What follows belongs to an exercise in optimizing a design on an open flow for a short achievable clock period and few clock cycles; a production flow would make more cautious choices. Function was checked by simulation only, so behaviour that the tests miss may differ from the original.

$ cat flow/flow/run.sh
#!/bin/bash
# Standard layout (the standard.sh: ORFS synthesis through finish) with a larger
# setup-slack margin for ORFS's timing repair, so that repair keeps improving paths
# that already meet the design's clock period. The SDC and every other setting are
# the standard ones. Each tool's output is in orfs/logs/; make's output in flow_make.log.
set -uo pipefail
MARGIN=$(cat flow/margin.txt 2>/dev/null || echo 8)
bash standard.sh SETUP_SLACK_MARGIN=$MARGIN finish > flow_make.log 2>&1
rc=$?
tail -50 flow_make.log
exit $rc
$ cat flow/flow/margin.txt
10
$ cat flow/standard.sh
#!/bin/bash
# synth_recipe.tcl (not shown) runs the flow's synth.tcl, then flattens the netlist and writes it again
# the make line also repeats each setting of config.mk as NAME=value (left out here)
make -C /OpenROAD-flow-scripts/flow DESIGN_CONFIG=/design/flow/config.mk WORK_HOME=/design/flow/orfs CLKGATE_MAP_FILE= SYNTH_SCRIPT=/design/flow/synth_recipe.tcl "${@:-finish}"
$ cat flow/config.mk
export PLATFORM = sky130hd
export DESIGN_NAME = xmega
export DESIGN_NICKNAME = xmega
export VERILOG_FILES = /design/flow/design.v
export SDC_FILE = /design/flow/constraint.sdc
export NUM_CORES = 4
export LEC_CHECK = 0
export CAP_MARGIN = 30
export CORE_MARGIN = 2
export CORE_UTILIZATION = 30
export SLEW_MARGIN = 30
$ cat flow/constraint.sdc
create_clock -name core_clock -period 14.0 [get_ports {clk}]
set_input_delay 2.8000 -clock core_clock [delete_from_list [all_inputs] [get_ports {clk}]]
set_output_delay 2.8000 -clock core_clock [all_outputs]
set_load 0.01 [all_outputs]
$ cat flow/design.v
`timescale 1ns / 1ps
module xmega_alu2 (
	input [39:0] ctl,
	input [15:0] inst,
	input eq,		 
	input [15:0] rs1,
	input [15:0] rs2,
	input [7:0] sreg_in,
	input [15:0] mul_in,	 
	output reg [15:0] rd,
	output reg [7:0] sreg_out
);
localparam FC = 0, FZ = 1, FN = 2, FV = 3, FS = 4, FH = 5, FT = 6;
wire [7:0] a = rs1[7:0];
wire [7:0] b = rs2[7:0];
wire [7:0] k = {inst[11:8], inst[3:0]};
wire cin = sreg_in[FC];
wire i_cpc = ctl[39];
wire i_sbc = ctl[38];
wire i_add = ctl[37];
wire i_cp = ctl[36];
wire i_sub = ctl[35];
wire i_adc = ctl[34];
wire i_and = ctl[33];
wire i_eor = ctl[32];
wire i_or = ctl[31];
wire i_mov = ctl[30];
wire i_cpi = ctl[29];
wire i_sbci = ctl[28];
wire i_subi = ctl[27];
wire i_ori = ctl[26];
wire i_andi = ctl[25];
wire i_ldi = ctl[24];
wire i_com = ctl[23];
wire i_neg = ctl[22];
wire i_swap = ctl[21];
wire i_inc = ctl[20];
wire i_asr = ctl[19];
wire i_lsr = ctl[18];
wire i_ror = ctl[17];
wire i_dec = ctl[16];
wire i_sex = ctl[15];
wire i_adiw = ctl[14];
wire i_sbiw = ctl[13];
wire i_bld = ctl[12];
wire i_bst = ctl[11];
wire i_movw = ctl[10];
wire i_muls = ctl[9];
wire i_mulsu = ctl[8];
wire i_fmul = ctl[7];
wire i_fmuls = ctl[6];
wire i_fmulsu = ctl[5];
wire i_mul = ctl[4];
wire s_rr = ctl[3];
wire s_ri = ctl[2];
wire s_cin = ctl[1];
wire a_add = ctl[0];
reg [7:0] ax, bx;
reg cx;
always @*
begin
	ax = a; bx = 8'h00; cx = 1'b0;
	if(a_add) begin bx = b; cx = i_adc & cin; end
	if(s_rr) begin bx = ~b; cx = s_cin ? ~cin : 1'b1; end
	if(s_ri) begin bx = ~k; cx = s_cin ? ~cin : 1'b1; end
	if(i_inc) begin bx = 8'h00; cx = 1'b1; end
	if(i_dec) begin bx = 8'hFF; cx = 1'b0; end
	if(i_neg) begin ax = 8'h00; bx = ~a; cx = 1'b1; end
end
wire [7:0] r;
wire co;
xmega_addc #(.N(8)) add8(.a(ax), .b(bx), .ci(cx), .s(r), .co(co));
wire [5:0] kw = {inst[7:6], inst[3:0]};
wire [16:0] w16 = i_sbiw ? ({1'b0, rs1} - {11'd0, kw}) : ({1'b0, rs1} + {11'd0, kw});
wire r0 = (r == 8'h00);
wire h_sub  = (~a[3] & b[3]) | (b[3] & r[3]) | (r[3] & ~a[3]);
wire h_subi = (~a[3] & inst[3]) | (inst[3] & r[3]) | (r[3] & ~a[3]);
wire v_add  = (a[7] & b[7] & ~r[7]) | (~a[7] & ~b[7] & r[7]);
wire v_sub  = (a[7] & ~b[7] & ~r[7]) | (~a[7] & b[7] & r[7]);
wire v_subi = (a[7] & ~inst[11] & ~r[7]) | (~a[1] & inst[11] & r[7]);
reg [7:0] lg;
always @*
begin
	lg = a & b;
	if(i_eor) lg = a ^ b;
	if(i_or) lg = a | b;
	if(i_ori) lg = a | k;
	if(i_andi) lg = a & k;
	if(i_com) lg = ~a;
end
wire lg0 = (lg == 8'h00);
reg [7:0] bl;
always @*
begin
	bl = a;
	bl[inst[2:0]] = sreg_in[FT];
end
wire [7:0] sh = {(i_asr ? a[7] : i_ror ? cin : 1'b0), a[7:1]};
wire sh0 = (sh == 8'h00);
always @*
begin
	sreg_out = sreg_in;
	rd = 16'h0000;
	if(a_add | s_rr | s_ri | i_inc | i_dec | i_neg)
	begin
		rd[7:0] = r;
		sreg_out[FN] = r[7];
		sreg_out[FZ] = ((i_sbc | i_cpc | i_sbci) ? sreg_in[FZ] : 1'b1) & r0;
		if(~i_inc & ~i_dec) sreg_out[FC] = (s_rr | s_ri | i_neg) ? ~co : co;
		if(i_inc) sreg_out[FC] = co;
		if(i_dec) sreg_out[FC] = ~co;
		if(s_rr)
		begin
			sreg_out[FH] = h_sub; sreg_out[FV] = v_sub; sreg_out[FS] = r[7] ^ v_sub;
		end
		if(s_ri)
		begin
			sreg_out[FH] = h_subi; sreg_out[FV] = v_subi; sreg_out[FS] = r[7] ^ v_subi;
		end
		if(a_add)
		begin
			if(eq)
			begin
				sreg_out[FH] = a[3]; sreg_out[FV] = r[7] ^ co; sreg_out[FS] = co;
			end
			else
			begin
				sreg_out[FH] = i_adc ? ((a[3] & b[3]) | (b[3] & r[3]) | (~r[3] & ~a[3]))
				                     : ((a[3] & b[3]) | (b[3] & ~r[3]) | (~r[3] & a[3]));
				sreg_out[FV] = v_add; sreg_out[FS] = r[7] ^ v_add;
			end
		end
		if(i_neg)
		begin
			sreg_out[FH] = r[3] ^ ~a[3];
			sreg_out[FV] = (r == 8'h80); sreg_out[FS] = r[7] ^ (r == 8'h80);
		end
		if(i_inc | i_dec)
		begin
			sreg_out[FV] = (r == 8'h7F); sreg_out[FS] = r[7] ^ (r == 8'h7F);
		end
	end
	if(i_and | i_eor | i_or | i_ori | i_andi | i_com)
	begin
		rd[7:0] = lg;
		if(i_com) sreg_out[FC] = 1'b1;
		sreg_out[FV] = 1'b0; sreg_out[FN] = lg[7]; sreg_out[FS] = lg[7]; sreg_out[FZ] = lg0;
	end
	if(i_asr | i_lsr | i_ror)
	begin
		rd[7:0] = sh;
		sreg_out[FC] = a[0];
		sreg_out[FZ] = sh0;
		if(i_asr)
		begin
			sreg_out[FV] = 1'b0; sreg_out[FN] = sh[7]; sreg_out[FS] = sh[7];
		end
		else
		begin
			sreg_out[FH] = a[3]; sreg_out[FN] = 1'b0; sreg_out[FV] = a[0]; sreg_out[FS] = a[0];
		end
	end
	if(i_swap) rd[7:0] = {a[3:0], a[7:4]};
	if(i_ldi) rd[7:0] = k;
	if(i_mov | i_movw) rd = rs2;
	if(i_bld) rd[7:0] = bl;
	if(i_bst) sreg_out[FT] = a[inst[2:0]];
	if(i_sex) sreg_out[inst[6:4]] = ~inst[7];
	if(i_adiw | i_sbiw)
	begin
		rd = w16[15:0];
		sreg_out[FC] = w16[16]; sreg_out[FV] = w16[16];
		sreg_out[FN] = w16[15]; sreg_out[FS] = w16[15] ^ w16[16];
		sreg_out[FZ] = (w16[15:0] == 16'h0000);
	end
	if(i_mul)
		rd = mul_in;
	if(i_muls)
		case({a[7], b[7]})
		2'b00: rd = mul_in;
		2'b10, 2'b01: rd = {~mul_in[15:8], mul_in[7:0]};
		default: rd = {1'b0, 7'h00 - mul_in[14:8], mul_in[7:0]};
		endcase
	if(i_mulsu)
		rd = {(a[7] ? ~mul_in[15:8] : mul_in[15:8]), mul_in[7:0]};
	if(i_fmul)
		rd = {mul_in[14:0], 1'b0};
	if(i_fmuls)
		case({a[7], b[7]})
		2'b00: rd = {mul_in[14:8], mul_in[7:0], 1'b0};
		2'b10, 2'b01: rd = {~mul_in[14:8], mul_in[7:0], 1'b0};
		default: rd = {7'h00 - mul_in[14:8], mul_in[7:0], 1'b0};
		endcase
	if(i_fmulsu)
		rd = {(a[7] ? ~mul_in[14:8] : mul_in[14:8]), mul_in[7:0], 1'b0};
	if(i_mul | i_muls | i_mulsu | i_fmul | i_fmuls | i_fmulsu)
	begin
		sreg_out[FC] = rd[15];
		sreg_out[FZ] = (rd == 16'h0000);
	end
end
endmodule
module xmega_alu_dec (
	input [15:0] inst,
	output [39:0] ctl
);
wire i_2op  = (inst[15:14] == 2'b00);
wire i_cpc  = i_2op & (inst[13:10] == 4'b0001);
wire i_sbc  = i_2op & (inst[13:10] == 4'b0010);
wire i_add  = i_2op & (inst[13:10] == 4'b0011);
wire i_cp   = i_2op & (inst[13:10] == 4'b0101);
wire i_sub  = i_2op & (inst[13:10] == 4'b0110);
wire i_adc  = i_2op & (inst[13:10] == 4'b0111);
wire i_and  = i_2op & (inst[13:10] == 4'b1000);
wire i_eor  = i_2op & (inst[13:10] == 4'b1001);
wire i_or   = i_2op & (inst[13:10] == 4'b1010);
wire i_mov  = i_2op & (inst[13:10] == 4'b1011);
wire i_cpi  = (inst[15:12] == 4'b0011);
wire i_sbci = (inst[15:12] == 4'b0100);
wire i_subi = (inst[15:12] == 4'b0101);
wire i_ori  = (inst[15:12] == 4'b0110);
wire i_andi = (inst[15:12] == 4'b0111);
wire i_ldi  = (inst[15:12] == 4'b1110);
wire i_1op  = (inst[15:9] == 7'b1001010);
wire i_com  = i_1op & (inst[3:0] == 4'h0);
wire i_neg  = i_1op & (inst[3:0] == 4'h1);
wire i_swap = i_1op & (inst[3:0] == 4'h2);
wire i_inc  = i_1op & (inst[3:0] == 4'h3);
wire i_asr  = i_1op & (inst[3:0] == 4'h5);
wire i_lsr  = i_1op & (inst[3:0] == 4'h6);
wire i_ror  = i_1op & (inst[3:0] == 4'h7);
wire i_dec  = i_1op & (inst[3:0] == 4'hA);
wire i_sex  = (inst[15:8] == 8'b10010100) & (inst[3:0] == 4'b1000);
wire i_adiw = (inst[15:8] == 8'b10010110);
wire i_sbiw = (inst[15:8] == 8'b10010111);
wire i_bld  = (inst[15:9] == 7'b1111100) & ~inst[3];
wire i_bst  = (inst[15:9] == 7'b1111101) & ~inst[3];
wire i_movw = (inst[15:8] == 8'b00000001);
wire i_muls = (inst[15:8] == 8'b00000010);
wire i_mulsu = (inst[15:7] == 9'b000000110) & ~inst[3];
wire i_fmul  = (inst[15:7] == 9'b000000110) & inst[3];
wire i_fmuls = (inst[15:7] == 9'b000000111) & ~inst[3];
wire i_fmulsu = (inst[15:7] == 9'b000000111) & inst[3];
wire i_mul  = (inst[15:10] == 6'b100111);
wire s_rr  = i_sub | i_sbc | i_cp | i_cpc;		 
wire s_ri  = i_subi | i_sbci | i_cpi;			 
wire s_cin = i_sbc | i_cpc | i_sbci;			 
wire a_add = i_add | i_adc;
assign ctl = {i_cpc, i_sbc, i_add, i_cp, i_sub, i_adc, i_and, i_eor, i_or, i_mov, i_cpi, i_sbci, i_subi, i_ori, i_andi, i_ldi, i_com, i_neg, i_swap, i_inc, i_asr, i_lsr, i_ror, i_dec, i_sex, i_adiw, i_sbiw, i_bld, i_bst, i_movw, i_muls, i_mulsu, i_fmul, i_fmuls, i_fmulsu, i_mul, s_rr, s_ri, s_cin, a_add};
endmodule
`timescale 1ns / 1ps
module xmega_dec (
	input [15:0] i,
	output c_2op_we,	 
	output c_2op,		 
	output c_imm_we,	 
	output c_1op,		 
	output c_1op_we,	 
	output c_bld,
	output c_we8,
	output c_movw,
	output c_mulf,		 
	output c_adiw,		 
	output c_ldp,		 
	output c_stp,
	output c_ldd,		 
	output c_std,
	output c_push,
	output c_pop,
	output c_lds,
	output c_sts,
	output c_lpmz,		 
	output c_lpm0,		 
	output c_rjmp,
	output c_rcall,
	output c_br,
	output c_jmp,
	output c_call,
	output c_ijmp,
	output c_icall,
	output c_ret,
	output c_cpse,
	output c_sbrx,		 
	output c_in,
	output c_out,
	output c_cbi,		 
	output c_2w,		 
	output [3:0] c_pidx	 
);
wire ptrm = ((i[3:2] == 2'b11) & (i[1:0] != 2'b11)) | (i[2:0] == 3'b001) | (i[2:0] == 3'b010);
assign c_2op_we = ((i[15:13] == 3'b000) & i[11]) | (i[15:12] == 4'b0010);
assign c_2op    = ((i[15:12] == 4'b0000) & (i[11:10] != 2'b00)) | (i[15:12] == 4'b0001) | (i[15:12] == 4'b0010);
assign c_imm_we = (i[15:14] == 2'b01) | (i[15:12] == 4'b1110);
assign c_1op    = (i[15:9] == 7'b1001010);
assign c_1op_we = c_1op & ((~i[3] & (i[2:0] != 3'b100)) | (i[3:0] == 4'b1010));
assign c_bld    = (i[15:9] == 7'b1111100) & ~i[3];
assign c_we8    = c_2op_we | c_imm_we | c_1op_we | c_bld;
assign c_movw   = (i[15:8] == 8'h01);
assign c_mulf   = (i[15:9] == 7'b0000001) | (i[15:10] == 6'b100111);
assign c_adiw   = (i[15:9] == 7'b1001011);
assign c_ldp    = (i[15:9] == 7'b1001000) & ptrm;
assign c_stp    = (i[15:9] == 7'b1001001) & ptrm;
assign c_ldd    = (i[15:14] == 2'b10) & ~i[12] & ~i[9];
assign c_std    = (i[15:14] == 2'b10) & ~i[12] & i[9];
assign c_push   = (i[15:9] == 7'b1001001) & (i[3:0] == 4'b1111);
assign c_pop    = (i[15:9] == 7'b1001000) & (i[3:0] == 4'b1111);
assign c_lds    = (i[15:9] == 7'b1001000) & (i[3:0] == 4'b0000);
assign c_sts    = (i[15:9] == 7'b1001001) & (i[3:0] == 4'b0000);
assign c_lpmz   = (i[15:9] == 7'b1001000) & (i[3:2] == 2'b01);
assign c_lpm0   = (i[15:5] == 11'b10010101110) & (i[3:0] == 4'b1000);
assign c_rjmp   = (i[15:12] == 4'b1100);
assign c_rcall  = (i[15:12] == 4'b1101);
assign c_br     = (i[15:11] == 5'b11110);
assign c_jmp    = (i[15:9] == 7'b1001010) & (i[3:1] == 3'b110);
assign c_call   = (i[15:9] == 7'b1001010) & (i[3:1] == 3'b111);
assign c_ijmp   = (i[15:5] == 11'b10010100000) & (i[3:0] == 4'b1001);
assign c_icall  = (i[15:5] == 11'b10010101000) & (i[3:0] == 4'b1001);
assign c_ret    = (i[15:5] == 11'b10010101000) & (i[3:0] == 4'b1000);
assign c_cpse   = (i[15:10] == 6'b000100);
assign c_sbrx   = (i[15:10] == 6'b111111) & ~i[3];
assign c_in     = (i[15:11] == 5'b10110);
assign c_out    = (i[15:11] == 5'b10111);
assign c_cbi    = (i[15:10] == 6'b100110) & ~i[8];
assign c_2w     = c_lds | c_sts | c_jmp | c_call;
assign c_pidx   = (c_ldp | c_stp) ? ((i[3:2] == 2'b11) ? 4'd13 : (i[3] ? 4'd14 : 4'd15)) :
                  (c_ldd | c_std) ? (i[3] ? 4'd14 : 4'd15) : 4'd15;
endmodule
module xmega_add #(parameter N = 10) (
	input [N-1:0] a,
	input [N-1:0] b,
	output [N-1:0] s
);
	wire [N-1:0] p0 = a ^ b;
	reg [N-1:0] g, p;
	integer d, k;
	always @*
	begin
		g = a & b;
		p = p0;
		for(d = 1; d < N; d = d * 2)
			for(k = N - 1; k >= d; k = k - 1)
			begin
				g[k] = g[k] | (p[k] & g[k-d]);
				p[k] = p[k] & p[k-d];
			end
	end
	assign s = p0 ^ {g[N-2:0], 1'b0};
endmodule
module xmega_addc #(parameter N = 8) (
	input [N-1:0] a,
	input [N-1:0] b,
	input ci,
	output [N-1:0] s,
	output co
);
	wire [N-1:0] p0 = a ^ b;
	reg [N:0] g, p;
	integer d, k;
	always @*
	begin
		g = {a & b, ci};
		p = {p0, 1'b0};
		for(d = 1; d <= N; d = d * 2)
			for(k = N; k >= d; k = k - 1)
			begin
				g[k] = g[k] | (p[k] & g[k-d]);
				p[k] = p[k] & p[k-d];
			end
	end
	assign s = p0 ^ g[N-1:0];
	assign co = g[N];
endmodule
`timescale 1ns / 1ps
module xmega #(
	parameter PLATFORM = "XILINX",
	parameter  [10 - 1:0]CORE_TYPE = 10'b0111111111,
	parameter ROM_ADDR_WIDTH = 10,
	parameter RAM_ADDR_WIDTH = 14,
	parameter WATCHDOG_CNT_WIDTH = 0,
	parameter VECTOR_INT_TABLE_SIZE = 0
	)(
	input rst,
	input clk,
	output reg[ROM_ADDR_WIDTH - 1:0]pgm_addr,
	input [15:0]pgm_data,
	output reg [RAM_ADDR_WIDTH - 1:0]data_addr,
	output reg [7:0]data_out,
	output reg data_write,
	input [7:0]data_in,
	output reg data_read,
	output reg [5:0]io_addr,
	output reg [7:0]io_out,
	output reg io_write,
	input [7:0]io_in,
	output reg io_read
    );
localparam AW = ROM_ADDR_WIDTH;
localparam DW = RAM_ADDR_WIDTH;
reg [AW-1:0] pa;	 
reg [AW-1:0] pa1;	 
reg [AW-1:0] ea;	 
reg first;		 
reg rsync;		 
reg pa_pred;		 
reg [3:0] bv;
reg [AW-1:0] btag0, btag1, btag2, btag3, btgt0, btgt1, btgt2, btgt3;
reg [1:0] bptr;
reg rv;
reg [15:0] ri;
reg [AW-1:0] rpc1;	 
reg [AW-1:0] rtgt;	 
reg [4:0] ra, rb, wa;
reg [31:0] ra_oh, rb_oh;
reg [15:0] ra_ph, rb_ph;
reg r_dredir;		 
reg [15:0] rw2;		 
reg rw2v;
reg xv;
reg [15:0] xi;
reg [2:0] xs;
reg [AW-1:0] xpc1, xtgt, xret;
reg [4:0] xwa;
reg xeq;		 
reg xbr_done;		 
reg [39:0] xctl;		 
reg [15:0] xw2;
reg [7:0] opA_lo, opA_hi, opB_lo, opB_hi;
reg xioset;		 
reg xw8, xw8_in, xw16, xwstep;
reg [31:0] xw8_oh;
reg [3:0] xw16_p;
reg [15:0] xw16_oh;
reg [1:0] xw16_sel;	 
reg [31:0] m_oh, w_oh;
reg [7:0] SREG;
reg [DW-1:0] SP;
reg [15:0] mul_p;
reg [7:0] ret_hi, ret_lo;
reg [AW-1:0] ras0, ras1;	 
reg lpm_sel;
reg [4:0] lpm_rd;
reg m_rdreq;		 
reg m_v;		 
reg [4:0] m_r;
reg w_v;		 
reg [4:0] w_r;
reg w_pgm;		 
reg w_hi;
reg [7:0] R [0:31];
wire [15:0] w = pgm_data;
wire d_2op_we, d_2op, d_imm_we, d_1op, d_1op_we, d_bld, d_we8, d_movw, d_mulf, d_adiw, d_ldp, d_stp, d_ldd, d_std,
     d_push, d_pop, d_lds, d_sts, d_lpmz, d_lpm0, d_rjmp, d_rcall, d_br, d_jmp, d_call, d_ijmp, d_icall, d_ret,
     d_cpse, d_sbrx, d_in, d_out, d_cbi, d_2w;
wire [3:0] d_pidx;
xmega_dec dec_d(.i(w), .c_2op_we(d_2op_we), .c_2op(d_2op), .c_imm_we(d_imm_we), .c_1op(d_1op), .c_1op_we(d_1op_we),
	.c_bld(d_bld), .c_we8(d_we8), .c_movw(d_movw), .c_mulf(d_mulf), .c_adiw(d_adiw), .c_ldp(d_ldp), .c_stp(d_stp),
	.c_ldd(d_ldd), .c_std(d_std), .c_push(d_push), .c_pop(d_pop), .c_lds(d_lds), .c_sts(d_sts), .c_lpmz(d_lpmz),
	.c_lpm0(d_lpm0), .c_rjmp(d_rjmp), .c_rcall(d_rcall), .c_br(d_br), .c_jmp(d_jmp), .c_call(d_call), .c_ijmp(d_ijmp),
	.c_icall(d_icall), .c_ret(d_ret), .c_cpse(d_cpse), .c_sbrx(d_sbrx), .c_in(d_in), .c_out(d_out), .c_cbi(d_cbi),
	.c_2w(d_2w), .c_pidx(d_pidx));
wire r_2op_we, r_2op, r_imm_we, r_1op, r_1op_we, r_bld, r_we8, r_movw, r_mulf, r_adiw, r_ldp, r_stp, r_ldd, r_std,
     r_push, r_pop, r_lds, r_sts, r_lpmz, r_lpm0, r_rjmp, r_rcall, r_br, r_jmp, r_call, r_ijmp, r_icall, r_ret,
     r_cpse, r_sbrx, r_in, r_out, r_cbi, r_2w;
wire [3:0] r_pidx;
xmega_dec dec_r(.i(ri), .c_2op_we(r_2op_we), .c_2op(r_2op), .c_imm_we(r_imm_we), .c_1op(r_1op), .c_1op_we(r_1op_we),
	.c_bld(r_bld), .c_we8(r_we8), .c_movw(r_movw), .c_mulf(r_mulf), .c_adiw(r_adiw), .c_ldp(r_ldp), .c_stp(r_stp),
	.c_ldd(r_ldd), .c_std(r_std), .c_push(r_push), .c_pop(r_pop), .c_lds(r_lds), .c_sts(r_sts), .c_lpmz(r_lpmz),
	.c_lpm0(r_lpm0), .c_rjmp(r_rjmp), .c_rcall(r_rcall), .c_br(r_br), .c_jmp(r_jmp), .c_call(r_call), .c_ijmp(r_ijmp),
	.c_icall(r_icall), .c_ret(r_ret), .c_cpse(r_cpse), .c_sbrx(r_sbrx), .c_in(r_in), .c_out(r_out), .c_cbi(r_cbi),
	.c_2w(r_2w), .c_pidx(r_pidx));
wire x_2op_we, x_2op, x_imm_we, x_1op, x_1op_we, x_bld, x_we8, x_movw, x_mulf, x_adiw, x_ldp, x_stp, x_ldd, x_std,
     x_push, x_pop, x_lds, x_sts, x_lpmz, x_lpm0, x_rjmp, x_rcall, x_br, x_jmp, x_call, x_ijmp, x_icall, x_ret,
     x_cpse, x_sbrx, x_in, x_out, x_cbi, x_2w;
wire [3:0] x_pidx;
xmega_dec dec_x(.i(xi), .c_2op_we(x_2op_we), .c_2op(x_2op), .c_imm_we(x_imm_we), .c_1op(x_1op), .c_1op_we(x_1op_we),
	.c_bld(x_bld), .c_we8(x_we8), .c_movw(x_movw), .c_mulf(x_mulf), .c_adiw(x_adiw), .c_ldp(x_ldp), .c_stp(x_stp),
	.c_ldd(x_ldd), .c_std(x_std), .c_push(x_push), .c_pop(x_pop), .c_lds(x_lds), .c_sts(x_sts), .c_lpmz(x_lpmz),
	.c_lpm0(x_lpm0), .c_rjmp(x_rjmp), .c_rcall(x_rcall), .c_br(x_br), .c_jmp(x_jmp), .c_call(x_call), .c_ijmp(x_ijmp),
	.c_icall(x_icall), .c_ret(x_ret), .c_cpse(x_cpse), .c_sbrx(x_sbrx), .c_in(x_in), .c_out(x_out), .c_cbi(x_cbi),
	.c_2w(x_2w), .c_pidx(x_pidx));
wire d_muls  = (w[15:8] == 8'b00000010);
wire d_mulsu = (w[15:8] == 8'b00000011);
wire d_imm   = (w[15:12] == 4'b0011) | d_imm_we;
wire d_redir = d_rjmp | d_rcall | (d_br & w[9]) | d_ret;
wire d_ptr   = d_ldp | d_stp | d_ldd | d_std | d_lpmz | d_lpm0 | d_ijmp | d_icall;
wire [AW-1:0] tgt_br, tgt_rj;
xmega_add #(.N(AW)) add_br(.a(pa1), .b({{(AW-6){w[9]}}, w[8:3]}), .s(tgt_br));
xmega_add #(.N(AW)) add_rj(.a(pa1), .b(w[AW-1:0]), .s(tgt_rj));
wire [AW-1:0] dtgt = d_ret ? ras0 : d_br ? tgt_br : tgt_rj;
reg [4:0] d_ra, d_rb, d_wa;
always @*
begin
	d_ra = w[8:4];
	d_rb = {w[9], w[3:0]};
	d_wa = w[8:4];
	if(d_imm) begin d_ra = {1'b1, w[7:4]}; d_wa = {1'b1, w[7:4]}; end
	if(d_muls) begin d_ra = {1'b1, w[7:4]}; d_rb = {1'b1, w[3:0]}; end
	if(d_mulsu) begin d_ra = {2'b10, w[6:4]}; d_rb = {2'b10, w[2:0]}; end
	if(d_movw) begin d_rb = {w[3:0], 1'b0}; d_wa = {w[7:4], 1'b0}; end
	if(d_adiw) begin d_ra = {2'b11, w[5:4], 1'b0}; d_wa = {2'b11, w[5:4], 1'b0}; end
	if(d_ptr) d_rb = {d_pidx, 1'b0};
	if(d_mulf | d_lpm0) d_wa = 5'd0;
end
wire [5:0] x_ioa = {xi[10:9], xi[3:0]};
wire [2:0] x_lastst = x_ret ? 3'd3 :
                      (x_mulf | x_rcall | x_icall | x_call | x_lpmz | x_lpm0 | ((x_in | x_cbi) & ~xioset)) ? 3'd1 : 3'd0;
wire x_last = (xs == x_lastst);
wire xacc = ~xv | x_last;
wire [15:0] ptr = {opB_hi, opB_lo};
wire [15:0] ptr_inc = ptr + 16'd1;
wire [15:0] ptr_dec = ptr - 16'd1;
wire [15:0] ptr_q = ptr + {10'd0, xi[13], xi[11:10], xi[2:0]};
wire [DW-1:0] SP_inc = SP + 1'b1;
wire [DW-1:0] SP_dec = SP - 1'b1;
wire [15:0] alu_rd;
wire [7:0] sreg_out;
xmega_alu2 xmega_alu_inst(
	.ctl(xctl),
	.inst(xi),
	.eq(xeq),
	.rs1({opA_hi, opA_lo}),
	.rs2({opB_hi, opB_lo}),
	.sreg_in(SREG),
	.mul_in(mul_p),
	.rd(alu_rd),
	.sreg_out(sreg_out)
);
wire [7:0] in_val = (x_ioa == 6'h3F) ? SREG :
                    (x_ioa == 6'h3D) ? SP[7:0] :
                    (x_ioa == 6'h3E) ? {{(16-DW){1'b0}}, SP[DW-1:8]} : io_in;
reg [7:0] cbi_val;
always @*
begin
	cbi_val = io_in;
	cbi_val[xi[2:0]] = xi[9];
end
wire wstep_ok = xv & (xs == {2'b00, xwstep});
wire x8_we = wstep_ok & xw8;
wire x16_we = wstep_ok & xw16;
wire [4:0] x8_a = xwa;
wire [3:0] x16_p = xw16_p;
wire [7:0] x8_d = xw8_in ? in_val : alu_rd[7:0];
wire [15:0] x16_d = xw16_sel[0] ? ptr_inc : xw16_sel[1] ? ptr_dec : alu_rd;
wire [7:0] w_d = w_pgm ? (w_hi ? pgm_data[15:8] : pgm_data[7:0]) : data_in;
wire br_taken = (SREG[xi[2:0]] == ~xi[10]);
wire skip_cond = x_cpse ? (opA_lo == opB_lo) : (opA_lo[xi[2:0]] == xi[9]);
wire skip = xv & (x_cpse | x_sbrx) & skip_cond;
wire squash = skip & rv & ~r_2w & ~r_dredir;	 
wire xr_skip = skip & ~squash;			 
wire xr_br = xv & x_br & ~xbr_done & (xi[9] ? ~br_taken : br_taken);
wire xr_z  = xv & (x_ijmp | (x_icall & (xs == 3'd0)));
wire [AW-1:0] ret_pc = {ret_hi[AW-9:0], data_in};
wire xr_ret = xv & x_ret & (xs == 3'd3) & (ret_pc != xtgt);
wire xredir = xr_br | xr_z | xr_ret | xr_skip;
wire [AW-1:0] xpc2 = xpc1 + 1'b1;
wire [AW-1:0] xtarget = xr_skip ? xpc2 :
                        xr_br ? (xi[9] ? xpc1 : xtgt) :
                        xr_z ? ptr[AW-1:0] : ret_pc;
reg [7:0] fA_lo, fA_hi, fB_lo, fB_hi;
integer k;
always @*
begin
	fA_lo = 8'h00; fA_hi = 8'h00; fB_lo = 8'h00; fB_hi = 8'h00;
	for(k = 0; k < 32; k = k + 1)
	begin
		fA_lo = fA_lo | ({8{ra_oh[k]}} & R[k]);
		fB_lo = fB_lo | ({8{rb_oh[k]}} & R[k]);
	end
	for(k = 0; k < 16; k = k + 1)
	begin
		fA_hi = fA_hi | ({8{ra_ph[k]}} & R[2*k+1]);
		fB_hi = fB_hi | ({8{rb_ph[k]}} & R[2*k+1]);
	end
end
wire [4:0] ra_h = {ra[4:1], 1'b1};
wire [4:0] rb_h = {rb[4:1], 1'b1};
wire [7:0] rA_lo = (x8_we && x8_a == ra) ? x8_d : (x16_we && x16_p == ra[4:1]) ? (ra[0] ? x16_d[15:8] : x16_d[7:0]) :
                   (w_v && w_r == ra) ? w_d : fA_lo;
wire [7:0] rA_hi = (x8_we && x8_a == ra_h) ? x8_d : (x16_we && x16_p == ra[4:1]) ? x16_d[15:8] :
                   (w_v && w_r == ra_h) ? w_d : fA_hi;
wire [7:0] rB_lo = (x8_we && x8_a == rb) ? x8_d : (x16_we && x16_p == rb[4:1]) ? (rb[0] ? x16_d[15:8] : x16_d[7:0]) :
                   (w_v && w_r == rb) ? w_d : fB_lo;
wire [7:0] rB_hi = (x8_we && x8_a == rb_h) ? x8_d : (x16_we && x16_p == rb[4:1]) ? x16_d[15:8] :
                   (w_v && w_r == rb_h) ? w_d : fB_hi;
wire r_ptr = r_ldp | r_stp | r_ldd | r_std | r_lpmz | r_lpm0 | r_ijmp | r_icall;
wire r_rause = ~(r_rjmp | r_rcall | r_br | r_jmp | r_call | r_ijmp | r_icall | r_ret |
                 r_lpm0 | r_movw | r_cbi | (ri == 16'h0000) | (r_1op & ri[3] & (ri[3:0] != 4'b1010)));
wire r_rbuse = r_2op | r_mulf;
wire r_rbpair = r_movw | r_ptr;
wire r_wapair = r_movw | r_mulf;
wire x_ldnow = xv & (x_ldp | x_ldd | x_lds | x_pop);
wire x_lpm1 = xv & (x_lpmz | x_lpm0) & (xs == 3'd1);
wire [4:0] x_ldrd = xi[8:4];
wire rhaz = (x_ldnow & ((r_rause & ((x_ldrd) == ra)) | (r_adiw & ((x_ldrd) >> 1 == ra[4:1])) | (r_rbuse & ((x_ldrd) == rb)) | (r_rbpair & ((x_ldrd) >> 1 == rb[4:1])) | (r_wapair & ((x_ldrd) >> 1 == wa[4:1])) | (r_lpm0 & ((x_ldrd) == 5'd0)))) | (x_lpm1 & ((r_rause & ((lpm_rd) == ra)) | (r_adiw & ((lpm_rd) >> 1 == ra[4:1])) | (r_rbuse & ((lpm_rd) == rb)) | (r_rbpair & ((lpm_rd) >> 1 == rb[4:1])) | (r_wapair & ((lpm_rd) >> 1 == wa[4:1])) | (r_lpm0 & ((lpm_rd) == 5'd0)))) | (m_v & ((r_rause & ((m_r) == ra)) | (r_adiw & ((m_r) >> 1 == ra[4:1])) | (r_rbuse & ((m_r) == rb)) | (r_rbpair & ((m_r) >> 1 == rb[4:1])) | (r_wapair & ((m_r) >> 1 == wa[4:1])) | (r_lpm0 & ((m_r) == 5'd0))));
wire r_needw2 = rv & r_2w & ~rw2v;
wire rgo = rv & ~rhaz & ~r_needw2;
wire xen = rgo & xacc;			 
wire xcons = xen & ~skip & ~xredir;	 
wire r_jc = r_jmp | r_call;
wire [39:0] r_ctl;
xmega_alu_dec alu_dec_r(.inst(ri), .ctl(r_ctl));
wire x_nf = ~xv | (xi[15:10] == 6'b001011) | x_movw | (xi[15:12] == 4'b1110) | x_ldp | x_stp | x_ldd | x_std | x_push | x_pop | x_lds | x_sts |
            x_in | (x_out & (x_ioa != 6'h3F)) | x_cbi | x_bld | x_lpmz | x_lpm0 | x_rjmp | x_rcall | x_br |
            x_jmp | x_call | x_ijmp | x_icall | (xi == 16'h0000);
wire x_dec = xv & x_1op & (xi[3:0] == 4'hA);
wire r_zdec = x_dec & (ri[2:0] == 3'd1);
wire r_flag = r_zdec ? (opA_lo == 8'h01) : SREG[ri[2:0]];
wire r_known = x_nf | r_zdec;
wire r_resolve = xen & r_br & r_known & ~xr_br & ~xr_z;
wire rr_redir = r_resolve & (ri[9] ? (r_flag != ~ri[10]) : (r_flag == ~ri[10]));
wire [AW-1:0] rr_target = ri[9] ? rpc1 : rtgt;
wire pvalid = rsync | ~first;
wire dv0 = pvalid & (pa == ea);
wire ren = dv0 & ~r_needw2 & (~rv | (xacc & ~rhaz));	 
wire dcons = ren & ~xredir & ~rr_redir;		 
wire w2cap = dv0 & r_needw2 & ~xredir;	 
wire [AW-1:0] fa = pgm_addr;
wire [AW-1:0] fa_inc = fa + 1'b1;
wire lpm_fetch = xv & (x_lpmz | x_lpm0) & (xs == 3'd0);
wire [3:0] bhit = bv & {btag3 == fa, btag2 == fa, btag1 == fa, btag0 == fa};
wire btb_hit = |bhit;
wire [AW-1:0] btb_t = ({AW{bhit[0]}} & btgt0) | ({AW{bhit[1]}} & btgt1) | ({AW{bhit[2]}} & btgt2) | ({AW{bhit[3]}} & btgt3);
wire d_jump = dcons & d_redir & ~pa_pred;	 
wire btb_ins = d_jump & ~d_ret;
reg [AW-1:0] ea_o;
reg eq_n;
always @*
begin
	if(xredir) begin ea_o = xtarget; eq_n = 1'b0; end
	else if(rr_redir) begin ea_o = rr_target; eq_n = 1'b0; end
	else if(dcons) begin ea_o = pa1; eq_n = d_redir ? pa_pred : (fa == pa1); end
	else if(w2cap) begin ea_o = r_jc ? w[AW-1:0] : pa1; eq_n = (fa == pa1); end
	else begin ea_o = ea; eq_n = (fa == ea); end
end
wire d_tgt_sel = dcons & d_redir;
wire [AW-1:0] ea_n = d_tgt_sel ? dtgt : ea_o;
wire r_n1 = ~(r_mulf | r_rcall | r_icall | r_call | r_lpmz | r_lpm0 | r_ret);
wire [2:0] xs_n = xs + 3'd1;
wire x_free_n = xcons ? r_n1 : (~xv | x_last | (xs_n == x_lastst));
wire r_valid_n = dcons | (rv & ~xcons & ~squash & ~xredir);
wire r_w2_n = (dcons & d_2w) | (r_needw2 & ~w2cap & ~xredir);
wire acc_pred = r_w2_n | ~r_valid_n | x_free_n;
always @(posedge clk)
	rsync <= rst;
integer i;
always @(posedge clk)
begin
	for(i = 0; i < 32; i = i + 1)
	begin
		if(w_v && w_oh[i]) R[i] <= w_d;
		else if(x8_we && xw8_oh[i]) R[i] <= x8_d;
		else if(x16_we && xw16_oh[i/2]) R[i] <= i[0] ? x16_d[15:8] : x16_d[7:0];
	end
end
wire io_conflict = xv & ((x_out & (x_ioa[5:3] != 3'b111)) | x_cbi);
wire r_iobus = r_cbi | (r_ioa[5:3] != 3'b111);
wire r_ioset = (r_in | r_cbi) & ~(io_conflict & r_iobus);
wire r_ptrupd = (r_ldp | r_stp) & (ri[1:0] == 2'b01 | ri[1:0] == 2'b10);
wire r_xw16 = r_movw | r_adiw | r_mulf | r_ptrupd | (r_lpmz & ri[0]);
wire [3:0] r_xw16_p = (r_ldp | r_stp) ? r_pidx : r_lpmz ? 4'd15 : wa[4:1];
wire [5:0] r_ioa = r_in ? {ri[10:9], ri[3:0]} : {1'b0, ri[7:3]};
always @(posedge clk or posedge rst)
begin
	if(rst)
	begin
		pgm_addr <= {AW{1'b0}};
		pa_pred <= 1'b0;
		bv <= 4'd0; bptr <= 2'd0;
		btag0 <= {AW{1'b0}}; btag1 <= {AW{1'b0}}; btag2 <= {AW{1'b0}}; btag3 <= {AW{1'b0}};
		btgt0 <= {AW{1'b0}}; btgt1 <= {AW{1'b0}}; btgt2 <= {AW{1'b0}}; btgt3 <= {AW{1'b0}};
		pa <= {AW{1'b0}};
		pa1 <= {{(AW-1){1'b0}}, 1'b1};
		ea <= {AW{1'b0}};
		first <= 1'b1;
		rv <= 1'b0;
		ri <= 16'h0000;
		rpc1 <= {AW{1'b0}};
		rtgt <= {AW{1'b0}};
		ra <= 5'd0; rb <= 5'd0; wa <= 5'd0;
		ra_oh <= 32'd1; rb_oh <= 32'd1; ra_ph <= 16'd1; rb_ph <= 16'd1;
		r_dredir <= 1'b0;
		rw2 <= 16'h0000;
		rw2v <= 1'b0;
		xv <= 1'b0;
		xi <= 16'h0000;
		xs <= 3'd0;
		ras0 <= {AW{1'b0}}; ras1 <= {AW{1'b0}};
		ret_lo <= 8'h00;
		xpc1 <= {AW{1'b0}};
		xtgt <= {AW{1'b0}};
		xret <= {AW{1'b0}};
		xwa <= 5'd0;
		xeq <= 1'b0;
		xctl <= 40'd0;
		xbr_done <= 1'b0;
		xw2 <= 16'h0000;
		opA_lo <= 8'h00; opA_hi <= 8'h00; opB_lo <= 8'h00; opB_hi <= 8'h00;
		xioset <= 1'b0;
		xw8 <= 1'b0; xw8_in <= 1'b0; xw16 <= 1'b0; xwstep <= 1'b0;
		xw8_oh <= 32'd0; xw16_p <= 4'd0; xw16_oh <= 16'd0; xw16_sel <= 2'd0;
		m_oh <= 32'd0; w_oh <= 32'd0;
		SREG <= 8'h00;
		SP <= {DW{1'b0}};
		mul_p <= 16'h0000;
		ret_hi <= 8'h00;
		lpm_sel <= 1'b0;
		lpm_rd <= 5'd0;
		m_rdreq <= 1'b0; m_v <= 1'b0; m_r <= 5'd0;
		w_v <= 1'b0; w_r <= 5'd0; w_pgm <= 1'b0; w_hi <= 1'b0;
		data_addr <= {DW{1'b0}};
		data_out <= 8'h00;
		data_write <= 1'b0;
		data_read <= 1'b0;
		io_addr <= 6'h00;
		io_out <= 8'h00;
		io_write <= 1'b0;
		io_read <= 1'b0;
	end
	else
	begin
		first <= 1'b0;
		ea <= ea_n;
		pa_pred <= 1'b0;
		if(d_tgt_sel & ~lpm_fetch & ~(pa_pred & acc_pred)) pgm_addr <= dtgt;
		else if(lpm_fetch) pgm_addr <= ptr[AW:1];
		else if(xredir) pgm_addr <= xtarget;
		else if(rr_redir) pgm_addr <= rr_target;
		else if(w2cap & r_jc) pgm_addr <= w[AW-1:0];
		else if(eq_n & acc_pred)
		begin
			pgm_addr <= btb_hit ? btb_t : fa_inc;
			pa_pred <= btb_hit;
		end
		else pgm_addr <= ea_o;
		if(btb_ins)
		begin
			bv[bptr] <= 1'b1;
			bptr <= bptr + 2'd1;
			case(bptr)
			2'd0: begin btag0 <= pa; btgt0 <= dtgt; end
			2'd1: begin btag1 <= pa; btgt1 <= dtgt; end
			2'd2: begin btag2 <= pa; btgt2 <= dtgt; end
			default: begin btag3 <= pa; btgt3 <= dtgt; end
			endcase
		end
		pa <= pgm_addr;
		pa1 <= fa_inc;
		data_write <= 1'b0;
		m_rdreq <= 1'b0;
		m_v <= 1'b0;
		data_read <= m_rdreq;
		w_v <= m_v;
		w_r <= m_r;
		w_oh <= m_oh;
		w_pgm <= 1'b0;
		io_write <= 1'b0;
		io_read <= 1'b0;
		if(xv)
		begin
			xs <= x_last ? 3'd0 : xs + 3'd1;
			if(x_last)
			begin
				SREG <= sreg_out;
				if(x_out && x_ioa == 6'h3F) SREG <= opA_lo;
			end
			if(x_out)
			begin
				if(x_ioa == 6'h3D) SP[7:0] <= opA_lo;
				if(x_ioa == 6'h3E) SP[DW-1:8] <= opA_lo[DW-9:0];
				if(x_ioa[5:3] != 3'b111)
				begin
					io_addr <= x_ioa;
					io_out <= opA_lo;
					io_write <= 1'b1;
				end
			end
			if((x_in | x_cbi) & ~xioset & (xs == 3'd0))
			begin
				io_addr <= x_in ? x_ioa : {1'b0, xi[7:3]};
				io_read <= x_cbi | (x_ioa[5:3] != 3'b111);
			end
			if(x_cbi & x_last)
			begin
				io_out <= cbi_val;
				io_write <= 1'b1;
			end
			if(x_mulf & (xs == 3'd0))
				mul_p <= opA_lo * opB_lo;
			if(x_push)
			begin
				data_addr <= SP; data_out <= opA_lo; data_write <= 1'b1; SP <= SP_dec;
			end
			if(x_pop)
			begin
				data_addr <= SP_inc; SP <= SP_inc;
				m_rdreq <= 1'b1; m_v <= 1'b1; m_r <= xi[8:4]; m_oh <= 32'd1 << xi[8:4];
			end
			if(x_ldp | x_ldd | x_lds)
			begin
				data_addr <= x_lds ? xw2[DW-1:0] : x_ldd ? ptr_q[DW-1:0] : (xi[1:0] == 2'b10) ? ptr_dec[DW-1:0] : ptr[DW-1:0];
				m_rdreq <= 1'b1; m_v <= 1'b1; m_r <= xi[8:4]; m_oh <= 32'd1 << xi[8:4];
			end
			if(x_stp | x_std | x_sts)
			begin
				data_addr <= x_sts ? xw2[DW-1:0] : x_std ? ptr_q[DW-1:0] : (xi[1:0] == 2'b10) ? ptr_dec[DW-1:0] : ptr[DW-1:0];
				data_out <= opA_lo;
				data_write <= 1'b1;
			end
			if(x_rcall | x_icall | x_call)
			begin
				data_addr <= SP; SP <= SP_dec; data_write <= 1'b1;
				if(xs == 3'd0)
				begin
					data_out <= xret[7:0];
					ras0 <= xret; ras1 <= ras0;
				end
				else
					data_out <= {{(16-AW){1'b0}}, xret[AW-1:8]};
			end
			if(x_ret)
			begin
				if(xs[2:1] == 2'b00)
				begin
					data_addr <= SP_inc; SP <= SP_inc; m_rdreq <= 1'b1;
				end
				if(xs == 3'd0) ras0 <= ras1;
				if(xs == 3'd2) ret_hi <= data_in;
			end
			if(x_lpmz | x_lpm0)
			begin
				if(xs == 3'd0)
				begin
					lpm_sel <= ptr[0];
					lpm_rd <= x_lpm0 ? 5'd0 : xi[8:4];
				end
				else
				begin
					w_v <= 1'b1; w_r <= lpm_rd; w_oh <= 32'd1 << lpm_rd; w_pgm <= 1'b1; w_hi <= lpm_sel;
				end
			end
		end
		if(xen)
		begin
			xv <= xcons;
			xi <= ri;
			xs <= 3'd0;
			xpc1 <= rpc1;
			xtgt <= rtgt;
			xret <= r_call ? rpc1 + 1'b1 : rpc1;
			xwa <= wa;
			xeq <= (ra == rb);
			xctl <= r_ctl;
			xbr_done <= r_resolve;
			xw2 <= rw2;
			opA_lo <= rA_lo; opA_hi <= rA_hi;
			opB_lo <= rB_lo; opB_hi <= rB_hi;
			xioset <= r_ioset;
			xw8 <= r_we8 | r_in;
			xw8_in <= r_in;
			xw8_oh <= (r_we8 | r_in) ? (32'd1 << wa) : 32'd0;
			xw16 <= r_xw16;
			xw16_p <= r_xw16_p;
			xw16_oh <= r_xw16 ? (16'd1 << r_xw16_p) : 16'd0;
			xw16_sel <= r_ptrupd ? (ri[0] ? 2'd1 : 2'd2) : (r_lpmz & ri[0]) ? 2'd1 : 2'd0;
			xwstep <= r_mulf | (r_in & ~r_ioset);
			if((r_in | r_cbi) & r_iobus & ~io_conflict)
			begin
				io_addr <= r_ioa;
				io_read <= 1'b1;
			end
		end
		else if(xacc)
			xv <= 1'b0;
		if(w2cap)
		begin
			rw2 <= w;
			rw2v <= 1'b1;
		end
		if(ren)
		begin
			rv <= dcons;
			ri <= w;
			rpc1 <= pa1;
			rtgt <= dtgt;
			ra <= d_ra; rb <= d_rb; wa <= d_wa;
			ra_oh <= 32'd1 << d_ra; rb_oh <= 32'd1 << d_rb;
			ra_ph <= 16'd1 << d_ra[4:1]; rb_ph <= 16'd1 << d_rb[4:1];
			r_dredir <= d_redir;
			rw2v <= 1'b0;
		end
		else if(xcons | squash | xredir)
		begin
			rv <= 1'b0;
			rw2v <= 1'b0;
		end
	end
end
endmodule
==> flow_metrics.tcl, run 1 <==
set metrics [dict create \
    gp_congestion 1.099 \
    cp-end-kind "register" \
    synth_nets 7708 \
    start_kind "register" \
    setup_viol 0 \
    synth_ff_type "dfrtp_1" \
    grt_usage_pct 31.39 \
    nNetsFinal 7875 \
    grt_pass1_vias 61540 \
    fin_crit_sh_pct 37.00 \
    insertion_delay_ns 0.81 \
    yosysWarnings 5 \
    synth_seq_cells 931 \
    hold_viol_final 0 \
    place_hpwl_um 234500 \
    maxCapViolCount 0 \
    cts_root_buf "clkbuf_16" \
    cts.clk_slew.worst_paths_ns 0.06 \
    layout_common_cells "nand2_1, dfrtp_1, nor2_1" \
    finalSetupTns_ns 0 \
    post_drt_via_cell_ratio 6.415 \
    status "finished clean" \
    area_delta_synth_final_pct 27.94 \
    worstPathMaxFanout 7 \
    rsz0062_at_grt "true" \
    placedCellCount 9848 \
    route.detailed.wl_per_inst_um 33.78 \
    num-fill-cells 20820 \
    core_area_um2 209800 \
    clockBufferDepth 3 \
    cts_hold_buf 0 \
    yosys.cell_types.count 103 \
    rows 168 \
    layout_min_cycle_time_ns 5.180 \
    drtAntennaViolNets 0 \
    drc 0 \
    cts_tree "done" \
    grt_max_degree 181 \
    max_slew_margin_pct 23.79 \
    wl_um 356800 \
    drive_gt1_share_pct 24.04 \
    ys_seq_area_share_pct 38.81 \
    io_buffers 83 \
    async_flop_share_pct 72.40 \
    hp-class "reg -> reg" \
    drt_pass1_iterations 8 \
    fmax_ghz 0.1930 \
    seqCellArea_um2 24650 \
    dieArea_um2 214800 \
    ios 84 \
    crit_type "reg -> reg" \
    drt_iter0_markers 11770 \
    timing.rr.start "xctl[2]" \
    startpoint "xctl[2]" \
    vias 67760 \
    postSynthCellCount 7490 \
    cts_made_buffers 106 \
    tightest_slew_ns 1.134 \
    cts_sinks 931 \
    worst_clock_skew_ns 0.07031 \
    antenna_found_initial 26 \
    synth_area_per_cell_um2 8.457 \
    grt_pass1_wl_um 487600 \
    layout_commonest_cell "nand2_1" \
    initial_core_util_pct 30.19 \
    die_height_um 463.5 \
    cp_data_required_time_ns 14.59 \
    fin_cells 10560 \
    grt_overflow 0 \
    synth_area_um2 63340 \
    synth-edff-count 256 \
    maxSlewViolCount 0 \
    multi_input_area_um2 40300 \
    die_x_um 463.5 \
    cts_max_level 3 \
    hp-start "m_rdreq" \
    arrival_ns 5.77 \
]
-- area by class of cell --
cell class                      count  area share [%]
Inverter                          178          0.9557
Antenna cell                       10         0.03088
Clock buffer                      138           3.619
Tap cell                         2805           4.331
Multi-Input combinational cell   5717           49.73
Sequential cell                   931           30.42
Timing Repair inverter              1        0.009264
Clock inverter                     61          0.9573
Timing Repair Buffer              722           9.940
-- registers in the layout, summed over array words and instances, names as in the netlist, 16 cells and up --
name,count
xi,16
ra_ph,16
mul_p,16
ra_oh,32
m_oh,32
ri,16
rb_oh,32
xctl,35
R,256
w_oh,32
rb_ph,16
xw16_oh,16
xw8_oh,32
-- metal layers --
metal  vias to the layer above  GRT usage, %  routed length (um)
met3                      1320         11.48               49680
met4                        26         16.60               26280
li1                      27720             -                   -
met2                      5281         45.87              147100
met1                     33410         40.19              133600
met5                         -             0                 153
-- Yosys cell counts, drive strengths merged (28+ instances only) --
cell type,n,area (um^2)
o21ai,494,2472
o211ai,68,510.5
ha,143,1789
nor3,97,485.5
xnor2,195,1708
and2,36,225.2
mux2i,143,1431
mux2,158,1929
a22oi,278,2087
dfrtp,668,16720
nor2,646,2425
a21o,41,307.8
xor2,107,937.2
nand4,102,638.1
o31ai,209,1569
fa,41,820.8
buf,80,390.4
edfxtp,256,7687
inv,171,641.9
nand2,1095,4140
nor3b,29,227.7
a221oi,100,875.8
a21oi,656,3291
o22ai,44,275.3
nand2b,45,281.5
nor4,55,365.3
and3,45,281.5
clkbuf,611,2293
nand3,196,986.0
nor2b,35,219.0
a22o,85,744.5
or3,28,175.2
a211oi,76,570.6
a31oi,116,725.7
-- final timing paths --
path	slack, ns	end	cells after the start
setup reg to reg	8.82	R[22][7]	20
max in group asynchronous	10.15	m_oh[5]	6
min in group asynchronous	2.63	rw2[8]	2
hold reg to reg	0.36	data_read	0
setup / recovery	8.82	R[22][7]	20
hold / removal	0.36	data_read	0
-- kinds of logic after synthesis --
group | Yosys count | synth area share (%)
adders and majority gates | 184 | 4.121
xor gates and xnor gates | 302 | 4.176
AOI/OAI and AO/OA | 2392 | 24.36
other | 1 | 0.005920
DFF | 931 | 38.81
and+or+nand+nor | 2504 | 17.72
buffers and inverters | 869 | 5.292
muxes | 307 | 5.519
-- critical path: stages, from the launching register on --
cell	delay, ns
dfrtp_2	0.43
buf_12	0.15
a311o_1	0.35
a21oi_4	0.23
o21ba_4	0.17
inv_2	0.04
fa_2	0.34
a21o_1	0.18
a21oi_2	0.18
o21bai_2	0.11
a2111o_1	0.42
nand3_1	0.09
or4b_4	0.47
a211o_1	0.36
a311oi_4	0.36
o22ai_2	0.16
o21ai_4	0.22
buf_8	0.21
buf_12	0.19
a31oi_1	0.11
a21oi_1	0.21
-- stage by stage --
step | worst slack (ns) | instance area (um^2) | hold slack, ns | util (%)
finish | 8.820 | 81040 | 0.3560 | 38.63
global route | 8.761 | 81020 | 0.3678 | 38.62
CTS | 8.979 | 77330 | 0.3579 | 36.86
detailed placement | 6.743 | 66850 | 0.3427 | 31.87
global placement | 6.737 | 66810 | 0.3384 | 31.85
floorplan | 1.987 | 63870 | 0.3312 | -
-- what timing repair did --
item / in CTS / in global routing
pin swaps: 277 / 225
gates resized for setup: 1194 / 557
cloned: 56 / 14
endpoints found under the hold margin: 0 / 0
setup buffers: 304 / 129
setup endpoints to repair: 1528 / 1244
Testbench counts, summed over its fixed seeds: cycles 106,822.
==> inputs of run 2 (changes only) <==
--- a/flow/config.mk
+++ b/flow/config.mk
@@ -7,5 +7,5 @@
 export LEC_CHECK = 0
 export CAP_MARGIN = 30
 export CORE_MARGIN = 2
-export CORE_UTILIZATION = 30
+export CORE_UTILIZATION = 45
 export SLEW_MARGIN = 30
==> flow_metrics.tcl, run 2 <==
set metrics [dict create \
    reg2reg_depth 20 \
    synth_ff_type "dfrtp_1" \
    cts_sinks 931 \
    largest_reg_flops 256 \
    hp-class "reg -> reg" \
    crit_path_end "btag1[0]" \
    cts_made_buffers 107 \
    worst_clock_skew_ns 0.09660 \
    synth-edff-count 256 \
    slowest_delay_ns 0.43 \
    startpoint "data_in[3]" \
    wl_um 396100 \
    synth_seq_cells 931 \
    rows 137 \
    cts_tree "done" \
    fin_cells 9822 \
    layout_common_cells "nand2_1, dfrtp_1, nor2_1" \
    synth_top_area_cell "dfrtp_1" \
    ys_seq_area_share_pct 38.81 \
    yosysWarnings 5 \
    arrival_ns 5.63 \
    fmax_ghz 0.2021 \
    maxCapViolCount 0 \
    cts_max_level 3 \
    vias 71670 \
    drive_gt1_share_pct 26.99 \
    tightest_slew_ns 1.169 \
    async_flop_share_pct 72.40 \
    grt_overflow 0 \
    yosys-top-cells-area "dfrtp_1, edfxtp_1, nand2_1, a21oi_1, o21ai_0" \
    num-fill-cells 11460 \
    path_cells "buf_4, xnor2_2, nand4_1, nor4_2, o211ai_1, buf_6, nand2b_4, a31o_4, or3_4, nor3b_4, buf_6, buf_12, nand2_8, mux2_4" \
    fin_area_um2 83090 \
    dieArea_um2 143800 \
    rsz0062_at_grt "true" \
    synth_area_per_cell_um2 8.457 \
    grt_max_degree 109 \
    crit_top_cell "buf_6" \
    nNetsFinal 8034 \
    finalSetupTns_ns 0 \
    place_hpwl_um 251300 \
    gp_congestion 1.074 \
    dpl-instance-area_um2 66010 \
    max_slew_margin_pct 22.03 \
    status "finished clean" \
    layout_commonest_cell "nand2_1" \
    setup_viol 0 \
    cts_root_buf "clkbuf_16" \
    drc 0 \
    die_height_um 379.2 \
    r2r_slack_ns 9.06 \
    largestRegisters "R: 256 flops, xctl: 35 flops" \
    antenna_found_initial 42 \
    start_kind "input pin" \
    ios 84 \
    grt_pass1_wl_um 521300 \
    crit_type "in -> reg" \
    drt_iter0_markers 12380 \
    synth_nets 7708 \
    timing.rr.start "xctl[2]" \
    cts.clk_slew.worst_paths_ns 0.06 \
    yosys-top-cells-count "nand2_1, dfrtp_1, a21oi_1, nor2_1, clkbuf_1" \
    postSynthCellCount 7490 \
    synth_area_um2 63340 \
    regMostFlops "R" \
    final_core_util_pct 59.55 \
    area_delta_synth_final_pct 31.18 \
    initial_core_util_pct 45.39 \
    clockBufferDepth 3 \
    yosys.cell_types.count 103 \
    drt_pass1_iterations 17 \
    worstPathMaxFanout 7 \
    crit_path_top_delay_cell "or3_4" \
    cp_data_required_time_ns 14.69 \
    drtAntennaViolNets 0 \
    maxSlewViolCount 0 \
    yosys.area.top_type_share_pct 26.39 \
    r2r_end "opB_lo[7]" \
    insertion_delay_ns 0.81 \
    die_x_um 379.2 \
    yosys.cell_count.top_type "nand2_1" \
    layout_min_cycle_time_ns 4.949 \
    fin_crit_sh_pct 35.35 \
    grt_usage_pct 52.13 \
    holdPathStages 0 \
    grt_pass1_vias 63780 \
    placedCellCount 8956 \
    io_buffers 83 \
    core_area_um2 139500 \
    post_drt_via_cell_ratio 7.297 \
    hold_viol_final 0 \
    cp-end-kind "register" \
    route.detailed.wl_per_inst_um 40.32 \
]
[run 2: cell counts after synthesis]
No cell type changed its count.
[run 2: kinds of logic after synthesis]
family / Yosys count / synth area share (%)
compound gates: 2392 / 24.36
xor+xnor: 302 / 4.176
flops: 931 / 38.81
simple gates: 2504 / 17.72
other cells: 1 / 0.005920
buf+inv: 869 / 5.292
fa+ha+maj: 184 / 4.121
mux: 307 / 5.519
[run 2: routing by layer]
| layer | vias to the layer above | wire length, um | global-route usage (%) |
|---|---|---|---|
| met5 | - | 646 | 1.372 |
| met4 | 26 | 43360 | 42.35 |
| met3 | 2263 | 57490 | 21.63 |
| met2 | 6672 | 159500 | 73.52 |
| met1 | 34610 | 135000 | 61.76 |
| li1 | 28100 | - | - |
[run 2: what timing repair did]
action | CTS | global route
hold buffers | 0 | 0
setup endpoints to repair | 1389 | 1159
pin swaps | 354 | 327
cloned | 73 | 28
gates resized for setup | 1284 | 707
buffers inserted | 370 | 152
[run 2: worst min path at each step]
| stage | start | end |
|---|---|---|
| after global placement | m_rdreq | data_read |
| after detailed placement | m_rdreq | data_read |
| final | m_rdreq | data_read |
| after floorplan | m_rdreq | data_read |
| after global routing | m_rdreq | data_read |
| after CTS | m_rdreq | data_read |
[run 2: critical path: cells and delay by family]
kind                   cells  cell delay [ns]
XOR/XNOR                   1             0.11
AO/OA/AOI/OAI              2             0.35
multiplexers               1             0.36
AND/OR/NAND/NOR            6             1.35
buffers and inverters      4             0.63
[run 2: cell type report]
type | instances | area (um^2) | share of cell area, %
multi-input cells | 5720 | 41110 | 49.47
flip-flops and latches | 931 | 24650 | 29.67
repair buffers | 876 | 10190 | 12.27
clock buffers | 134 | 2869 | 3.453
well taps | 1876 | 2347 | 2.825
clock inverters | 69 | 1040 | 1.251
inverters | 178 | 774.5 | 0.9321
diodes | 36 | 90.09 | 0.1084
repair inverters | 2 | 12.51 | 0.01506
[run 2: stage by stage]
| step | hold WS (ns) | setup WS [ns] |
|---|---|---|
| after floorplan | 0.3312 | 1.987 |
| after global placement | 0.3381 | 6.689 |
| after detailed placement | 0.3379 | 6.622 |
| after CTS | 0.3577 | 9.150 |
| after global routing | 0.3683 | 8.968 |
| final | 0.3573 | 9.051 |

[afterwards: timing with drivers on the ports]
The results above use ideal ports. As a check the final layouts listed here were re-extracted and re-timed, cells and wires unchanged. Step 1 sets driving cells, clkbuf_16 on the clock port and buf_2 on the other inputs (assumed; they add their load-dependent delay and slew). Step 2 moves the port delays by t, midway between the first and last clock arrival at a register: inputs arrive t later, outputs are due t later. That takes back most of the time a late clock gives input paths. Slacks: no drivers / after step 1 / after step 2; pairs: no drivers / after step 1.
| run | t (ns) | setup WS [ns] | latest minus earliest clock arrival (ns) |
|---|---|---|---|
| run 1 | 0.859 | 8.820 / 8.820 / 8.263 | 0.072 / 0.071 |
| run 2 | 0.852 | 9.051 / 9.056 / 8.259 | 0.096 / 0.097 |
After both steps every run listed still meets setup and hold. For run 2, which loses most, drivers alone change the setup slack by +0.005 ns; drivers and shift together by -0.792 ns.
